From an optimization exercise on the open Yosys and OpenROAD flow, aimed at small area; shortcuts taken in it are not production practice. In this exercise RTL edits were held to simulation tests only and were not proved equivalent to the original. Power figures rest on the tool's default switching activity, not on a simulated workload.

== lane 1 ==
Design catTrap, start of the top module:
module catTrap(Clk, Reset, Down_b, hCount, vCount, rgb, bright, Block_col, Block_row);
export LEC_CHECK = 0
export ABC_AREA = 1
export CAP_MARGIN = 20
export CORE_MARGIN = 2
export CORE_UTILIZATION = 40
export GPL_TIMING_DRIVEN = 0
export PLACE_DENSITY = 0.6
export SLEW_MARGIN = 20
create_clock -name core_clock -period 10.0 [get_ports {Clk}]
standard.sh (not shown) runs the stock make flow with config.mk's settings and CLKGATE_MAP_FILE= SYNTH_SCRIPT=/design/flow/synth_recipe.tcl, a recipe that flattens the netlist after the stock synthesis.
==> flow/flow/run.sh <==
#!/bin/bash
# The standard layout (standard.sh), with these changes:
#  - synthesis maps the logic with an area-oriented ABC script (flow/area.abc)
#    instead of ORFS's abc_area.script; everything else in the synthesis
#    script (synth_recipe.tcl) is unchanged, so the registers are the same;
#  - ports, and the outputs that share a driver, are buffered with
#    sky130_fd_sc_hd__buf_1 cells;
#  - clock tree: clkbuf_4 buffers, larger sink clusters, no dummy loads.
set -euo pipefail
W=$(pwd)
export MY_ABC_SCRIPT=$W/flow/area.abc
{
  echo 'proc abc {args} {'
  echo '  set i [lsearch -exact $args -script]'
  echo '  if { $i >= 0 } { lset args [expr {$i + 1}] $::env(MY_ABC_SCRIPT) }'
  echo '  yosys abc {*}$args'
  echo '}'
  cat "$W/synth_recipe.tcl"
} > "$W/flow_synth.tcl"
bash "$W/standard.sh" SYNTH_SCRIPT="$W/flow_synth.tcl" \
  "BUFFER_PORTS_ARGS=-buffer_cell sky130_fd_sc_hd__buf_1" \
  "MIN_BUF_CELL_AND_PORTS=sky130_fd_sc_hd__buf_1 A X" SYNTH_INSBUF=0 \
  "CTS_ARGS=-sink_clustering_enable -repair_clock_nets -dont_use_dummy_load -buf_list sky130_fd_sc_hd__clkbuf_4 -sink_clustering_size 30 -sink_clustering_max_diameter 150" \
  finish > "$W/standard.log" 2>&1
==> flow/flow/area.abc <==
&get -n
&st
&dch -f
&nf -R 1000 -p -C 32 -F 10 -A 10
&put
diff inputs: lane 1 => lane 2
--- a/flow/design.v
+++ b/flow/design.v
@@ -165,34 +165,34 @@
 	assign hgt[6] = gtk(hCount, 10'd500, 10'b1111111111);
 	assign vgt[0] = 1'b0;
 	assign vgt[1] = gtk(vCount, 10'd200, 10'b0101111111);
 	assign vgt[2] = gtk(vCount, 10'd250, 10'b0101111111);
 	assign vgt[3] = gtk(vCount, 10'd300, 10'b0111111111);
 	assign vgt[4] = gtk(vCount, 10'd350, 10'b0111111111);
 	assign vgt[5] = gtk(vCount, 10'd400, 10'b0111111111);
 	wire [6:0] pch = {hgt[6], hgt[5:0] & ~hgt[6:1]};
 	wire [5:0] prh = {~vgt[1], vgt[1] & ~vgt[2], vgt[2] & ~vgt[3], vgt[3] & ~vgt[4], vgt[4] & ~vgt[5], vgt[5]};
 	reg p_blk, p_vis;
-	reg [6:0] pb_col, pv_col;
+	reg [5:0] pb_row, pv_row;
 	always @(*) begin : dmux
 		integer r, c;
-		for (c = 0; c < 7; c = c + 1) begin
-			pb_col[c] = 1'b0; pv_col[c] = 1'b0;
-			for (r = 0; r < 6; r = r + 1) begin
-				pb_col[c] = pb_col[c] | (prh[r] & blk[r*7+c]);
-				pv_col[c] = pv_col[c] | (prh[r] & vis[r*7+c]);
+		for (r = 0; r < 6; r = r + 1) begin
+			pb_row[r] = 1'b0; pv_row[r] = 1'b0;
+			for (c = 0; c < 7; c = c + 1) begin
+				pb_row[r] = pb_row[r] | (pch[c] & blk[r*7+c]);
+				pv_row[r] = pv_row[r] | (pch[c] & vis[r*7+c]);
 			end
 		end
 		p_blk = 1'b0; p_vis = 1'b0;
-		for (c = 0; c < 7; c = c + 1) begin
-			p_blk = p_blk | (pch[c] & pb_col[c]);
-			p_vis = p_vis | (pch[c] & pv_col[c]);
+		for (r = 0; r < 6; r = r + 1) begin
+			p_blk = p_blk | (prh[r] & pb_row[r]);
+			p_vis = p_vis | (prh[r] & pv_row[r]);
 		end
 	end
 	wire p_odd = (prh[1] | prh[3] | prh[5]) ^ (pch[1] | pch[3] | pch[5]);
 	wire p_cat = |(prh & crh) & |(pch & cch);
 	always @(*) begin
 		if (!bright)
 			rgb = 12'h000;
 		else if (h_frame && v_frame) begin
 			if (!in_sq)
 				rgb = 12'h07F;
## What came out
Compare lane 2 and lane 1 | number of cells in the finished layout apart from fillers higher: lane 1. [lane 2] worst setup slack rose 0.64 ns relative to lane 1. Total chip power: lane 2 > lane 1. Changes observed in lane 2 relative to lane 1: post-layout minimum cycle time -0.64 ns; core utilization ~0 delta. Total number of cells along the worst setup path is lower on lane 1. rgb[0] as the endpoint of the worst setup timing path was reported by lane 1, and rgb[2] by lane 2. Lane 1 has a higher number of nets in the synthesized netlist than lane 2. Lane 2 vs lane 1 — cell area dropped slightly. The clock share of power of lane 2 exceeds that of lane 1 by 0.8 points. The run showing the greater detailed-routed wire length on met2 is lane 1. Fraction of the cycle the final worst path needs for lane 2: 6.4 points down relative to lane 1. The number of global-route vias before repair was comparable across lane 2 and lane 1. Lane 2 ends up with higher sequential fraction of the synthesis area than lane 1 does.

The RTL this note starts from:
==> flow/design.v <==
`timescale 1ns / 1ps
module catTrap(Clk, Reset, Down_b, hCount, vCount, rgb, bright, Block_col, Block_row);
	input	Clk, Reset, Down_b;
	input [7:0] Block_col, Block_row;
	input [9:0] hCount, vCount;
	input bright;
	output reg [11:0] rgb;
	reg start;              
	reg won;
	reg [2:0] cr, cc;
	reg [41:0] blk;
	reg [41:0] vis_r;
	wire [41:0] vis;
	function gtk(input [9:0] x, input [9:0] K, input [9:0] M);
		integer i;
		reg g;
		begin
			g = 1'b0;
			for (i = 0; i < 10; i = i + 1)
				if (M[i])
					g = K[i] ? (x[i] & g) : (x[i] | g);
			gtk = g;
		end
	endfunction
	function [7:0] dec1h(input [7:0] b);
		reg m_lo, m_hi, multi;
		begin
			m_lo = (b[0] & b[1]) | (b[2] & b[3]) | ((b[0] | b[1]) & (b[2] | b[3]));
			m_hi = (b[4] & b[5]) | (b[6] & b[7]) | ((b[4] | b[5]) & (b[6] | b[7]));
			multi = m_lo | m_hi | (|b[3:0] & |b[7:4]);
			dec1h[7:1] = b[6:0] & {7{~multi}};
			dec1h[0] = ~|b[6:0] | multi;
		end
	endfunction
	function is_vsq(input integer k);
		is_vsq = (k / 7 >= 1) && (k / 7 <= 4) && (k % 7 >= 1) && (k % 7 <= 5) && (((k / 7) + (k % 7)) % 2 == 1);
	endfunction
	wire [5:0] crh;
	wire [6:0] cch;
	genvar gr, gc;
	assign crh[0] = cr[2] & cr[0];
	assign crh[1] = cr[1] & ~cr[0];
	assign crh[2] = cr[2] & ~cr[1];
	assign crh[3] = ~cr[2] & ~cr[0];
	assign crh[4] = cr[0] & ~cr[1];
	assign crh[5] = cr[1] & ~cr[2];
	generate
		for (gc = 0; gc < 7; gc = gc + 1) begin : ccdec
			assign cch[gc] = (cc == gc);
		end
	endgenerate
	wire on_edge = crh[0] | crh[5] | cch[0] | cch[6];
	wire started = ~start;
	wire lost = started & on_edge;
	wire go = started & ~on_edge & ~won & Down_b;
	wire [7:0] rsel = dec1h(Block_row);
	wire [7:0] csel = dec1h(Block_col);
	wire bvalid = go & ~rsel[6] & ~rsel[7] & ~csel[7];
	wire [5:0] rs;
	wire [41:0] fr;       
	generate
		for (gr = 0; gr < 6; gr = gr + 1) begin : bsr
			for (gc = 0; gc < 7; gc = gc + 1) begin : bsc
				assign fr[gr*7+gc] = ~(blk[gr*7+gc] | (rs[gr] & csel[gc]));
			end
		end
	endgenerate
	reg [5:0] colv;
	reg [6:0] rowv;
	reg b_dn, b_up, b_rt, b_lt;    
	always @(*) begin : nbr
		integer r, c;
		for (r = 0; r < 6; r = r + 1) begin
			colv[r] = 1'b0;
			for (c = 1; c < 6; c = c + 1)
				colv[r] = colv[r] | (cch[c] & fr[r*7+c]);
		end
		for (c = 0; c < 7; c = c + 1) begin
			rowv[c] = 1'b0;
			for (r = 1; r < 5; r = r + 1)
				rowv[c] = rowv[c] | (crh[r] & fr[r*7+c]);
		end
		b_dn = 1'b0; b_up = 1'b0; b_rt = 1'b0; b_lt = 1'b0;
		for (r = 1; r < 5; r = r + 1) begin
			b_dn = b_dn | (crh[r] & colv[r+1]);
			b_up = b_up | (crh[r] & colv[r-1]);
		end
		for (c = 1; c < 6; c = c + 1) begin
			b_rt = b_rt | (cch[c] & rowv[c+1]);
			b_lt = b_lt | (cch[c] & rowv[c-1]);
		end
	end
	wire n_dn = ~b_dn;
	wire n_rt = ~b_rt;
	wire n_up = ~b_up;
	wire n_lt = ~b_lt;
	wire moved = go & ~(n_dn & n_rt & n_up & n_lt);
	wire mv_dn = ~n_dn;
	wire mv_rt = n_dn & ~n_rt;
	wire mv_up = n_dn & n_rt & ~n_up;
	wire mv_lt = n_dn & n_rt & n_up & ~n_lt;
	reg [2:0] ncr, ncc;
	always @(*) begin
		ncr = mv_dn ? {cr[1:0], ~cr[2]} : mv_up ? {~cr[0], cr[2:1]} : cr;
		case (cc)
			3'd1: ncc = mv_rt ? 3'd2 : mv_lt ? 3'd0 : 3'd1;
			3'd2: ncc = mv_rt ? 3'd3 : mv_lt ? 3'd1 : 3'd2;
			3'd3: ncc = mv_rt ? 3'd4 : mv_lt ? 3'd2 : 3'd3;
			3'd4: ncc = mv_rt ? 3'd5 : mv_lt ? 3'd3 : 3'd4;
			3'd5: ncc = mv_rt ? 3'd6 : mv_lt ? 3'd4 : 3'd5;
			default: ncc = cc;
		endcase
	end
	wire [5:0] rk, mk;
	wire [6:0] ck;
	generate
		for (gr = 0; gr < 6; gr = gr + 1) begin : rowsig
			assign rs[gr] = bvalid & rsel[gr];
			assign mk[gr] = (gr == 0 || gr == 5) ? 1'b0 : moved & crh[gr];
			assign rk[gr] = start | mk[gr];
		end
		for (gc = 0; gc < 7; gc = gc + 1) begin : colsig
			assign ck[gc] = (gc == 0 || gc == 6) ? start : start | cch[gc];
		end
		for (gr = 0; gr < 6; gr = gr + 1) begin : sqr
			for (gc = 0; gc < 7; gc = gc + 1) begin : sqc
				always @(posedge Clk)
					blk[gr*7+gc] <= ~(fr[gr*7+gc] | (rk[gr] & ck[gc]));
				if (is_vsq(gr*7+gc)) begin : v
					always @(posedge Clk)
						vis_r[gr*7+gc] <= (vis_r[gr*7+gc] & started) | (mk[gr] & cch[gc]);
					assign vis[gr*7+gc] = vis_r[gr*7+gc];
				end else begin : nv
					assign vis[gr*7+gc] = 1'b0;
				end
			end
		end
	endgenerate
	always @(posedge Clk, posedge Reset) begin
		if (Reset) begin
			start <= 1'b1;
			won <= 1'b0;
			cr <= 3'b000;
			cc <= 3'd3;
		end else begin
			if (Down_b) start <= 1'b0;
			if (go & ~moved) won <= 1'b1;
			if (moved) begin
				cr <= ncr;
				cc <= ncc;
			end
		end
	end
	wire h_frame = gtk(hCount, 10'd189, 10'b1111111110) & ~gtk(hCount, 10'd550, 10'b1111111111);
	wire v_frame = gtk(vCount, 10'd139, 10'b0111111100) & ~gtk(vCount, 10'd450, 10'b1111111111);
	wire in_sq = gtk(hCount, 10'd199, 10'b1101111000) & gtk(vCount, 10'd149, 10'b0101111110);
	wire [6:0] hgt;
	wire [5:0] vgt;
	assign hgt[0] = 1'b1;
	assign hgt[1] = gtk(hCount, 10'd250, 10'b1100111111);
	assign hgt[2] = gtk(hCount, 10'd300, 10'b1111111111);
	assign hgt[3] = gtk(hCount, 10'd350, 10'b1111111111);
	assign hgt[4] = gtk(hCount, 10'd400, 10'b1111111111);
	assign hgt[5] = gtk(hCount, 10'd450, 10'b1111111111);
	assign hgt[6] = gtk(hCount, 10'd500, 10'b1111111111);
	assign vgt[0] = 1'b0;
	assign vgt[1] = gtk(vCount, 10'd200, 10'b0101111111);
	assign vgt[2] = gtk(vCount, 10'd250, 10'b0101111111);
	assign vgt[3] = gtk(vCount, 10'd300, 10'b0111111111);
	assign vgt[4] = gtk(vCount, 10'd350, 10'b0111111111);
	assign vgt[5] = gtk(vCount, 10'd400, 10'b0111111111);
	wire [6:0] pch = {hgt[6], hgt[5:0] & ~hgt[6:1]};
	wire [5:0] prh = {~vgt[1], vgt[1] & ~vgt[2], vgt[2] & ~vgt[3], vgt[3] & ~vgt[4], vgt[4] & ~vgt[5], vgt[5]};
	reg p_blk, p_vis;
	reg [5:0] pb_row, pv_row;
	always @(*) begin : dmux
		integer r, c;
		for (r = 0; r < 6; r = r + 1) begin
			pb_row[r] = 1'b0; pv_row[r] = 1'b0;
			for (c = 0; c < 7; c = c + 1) begin
				pb_row[r] = pb_row[r] | (pch[c] & blk[r*7+c]);
				pv_row[r] = pv_row[r] | (pch[c] & vis[r*7+c]);
			end
		end
		p_blk = 1'b0; p_vis = 1'b0;
		for (r = 0; r < 6; r = r + 1) begin
			p_blk = p_blk | (prh[r] & pb_row[r]);
			p_vis = p_vis | (prh[r] & pv_row[r]);
		end
	end
	wire p_odd = (prh[1] | prh[3] | prh[5]) ^ (pch[1] | pch[3] | pch[5]);
	wire p_cat = |(prh & crh) & |(pch & cch);
	always @(*) begin
		if (!bright)
			rgb = 12'h000;
		else if (h_frame && v_frame) begin
			if (!in_sq)
				rgb = 12'h07F;
			else if (p_blk & started)
				rgb = 12'h000;
			else if (p_cat)
				rgb = 12'hF80;
			else if (p_odd && !(p_vis & started))
				rgb = 12'hAAA;
			else
				rgb = 12'hFFF;
		end else if (start)
			rgb = 12'hF80;
		else if (lost)
			rgb = 12'hF00;
		else if (won)
			rgb = 12'h0F0;
		else
			rgb = 12'hAFF;
	end
endmodule
clock: 10.0 ns
lec_check: 0
abc_area: 1
cap_margin: 20
core_margin: 2
core_utilization: 40
gpl_timing_driven: 0
place_density: 0.6
slew_margin: 20
Scripts as last shown in full above: flow/flow/run.sh, flow/flow/area.abc
Next try:
--- a/flow/design.v
+++ b/flow/design.v
@@ -33,28 +33,24 @@
 		end
 	endfunction
 	function is_vsq(input integer k);
 		is_vsq = (k / 7 >= 1) && (k / 7 <= 4) && (k % 7 >= 1) && (k % 7 <= 5) && (((k / 7) + (k % 7)) % 2 == 1);
 	endfunction
-	wire [5:0] crh;
-	wire [6:0] cch;
-	genvar gr, gc;
 	assign crh[0] = cr[2] & cr[0];
 	assign crh[1] = cr[1] & ~cr[0];
 	assign crh[2] = cr[2] & ~cr[1];
 	assign crh[3] = ~cr[2] & ~cr[0];
 	assign crh[4] = cr[0] & ~cr[1];
 	assign crh[5] = cr[1] & ~cr[2];
+	wire [5:0] crh;
+	wire [6:0] cch;
+	genvar gr, gc;
 	generate
 		for (gc = 0; gc < 7; gc = gc + 1) begin : ccdec
 			assign cch[gc] = (cc == gc);
 		end
 	endgenerate
-	wire on_edge = crh[0] | crh[5] | cch[0] | cch[6];
-	wire started = ~start;
-	wire lost = started & on_edge;
-	wire go = started & ~on_edge & ~won & Down_b;
 	wire [7:0] rsel = dec1h(Block_row);
 	wire [7:0] csel = dec1h(Block_col);
 	wire bvalid = go & ~rsel[6] & ~rsel[7] & ~csel[7];
 	wire [5:0] rs;
 	wire [41:0] fr;       
@@ -88,10 +84,14 @@
 		for (c = 1; c < 6; c = c + 1) begin
 			b_rt = b_rt | (cch[c] & rowv[c+1]);
 			b_lt = b_lt | (cch[c] & rowv[c-1]);
 		end
 	end
+	wire on_edge = crh[0] | crh[5] | cch[0] | cch[6];
+	wire started = ~start;
+	wire lost = started & on_edge;
+	wire go = started & ~on_edge & ~won & Down_b;
 	wire n_dn = ~b_dn;
 	wire n_rt = ~b_rt;
 	wire n_up = ~b_up;
 	wire n_lt = ~b_lt;
 	wire moved = go & ~(n_dn & n_rt & n_up & n_lt);
After rerunning:
- register-to-register slack is about the same
- clock-buffer cell count stays the same
- synthesized cell count does not change
- utilization does not change
- sequential share of layout area is unchanged
- cell area is unchanged
- total power is unchanged

## re-timing with driven ports
How much do the figures lean on ideal ports? The routed layouts below were timed once more, with nothing changed but the port constraints. Step 1, drivers: a clkbuf_16 drives Clk and a buf_2 each remaining input, both assumed. Step 2 moves the port delays by t, midway between the first and last clock arrival at a register: inputs arrive t later, outputs are due t later. That takes back most of the time a late clock gives input paths. Three values: no drivers, after step 1, after step 2; two values: the first two.
run | t, ns | setup slack, ns | clock arrival spread, ns | worst data-port slew with drivers (ns)
lane 1 | 0.420 | 1.708 / 1.687 / 1.687 | 0.025 / 0.025 | 0.04
lane 2 | 0.434 | 2.344 / 2.322 / 2.322 | 0.039 / 0.039 | 0.04
the first run of note 2 | 0.431 | 2.416 / 2.393 / 2.393 | 0.026 / 0.026 | 0.03
the second run of note 2 | 0.431 | 2.416 / 2.393 / 2.393 | 0.026 / 0.026 | 0.03
After both steps every run listed still meets setup and hold.
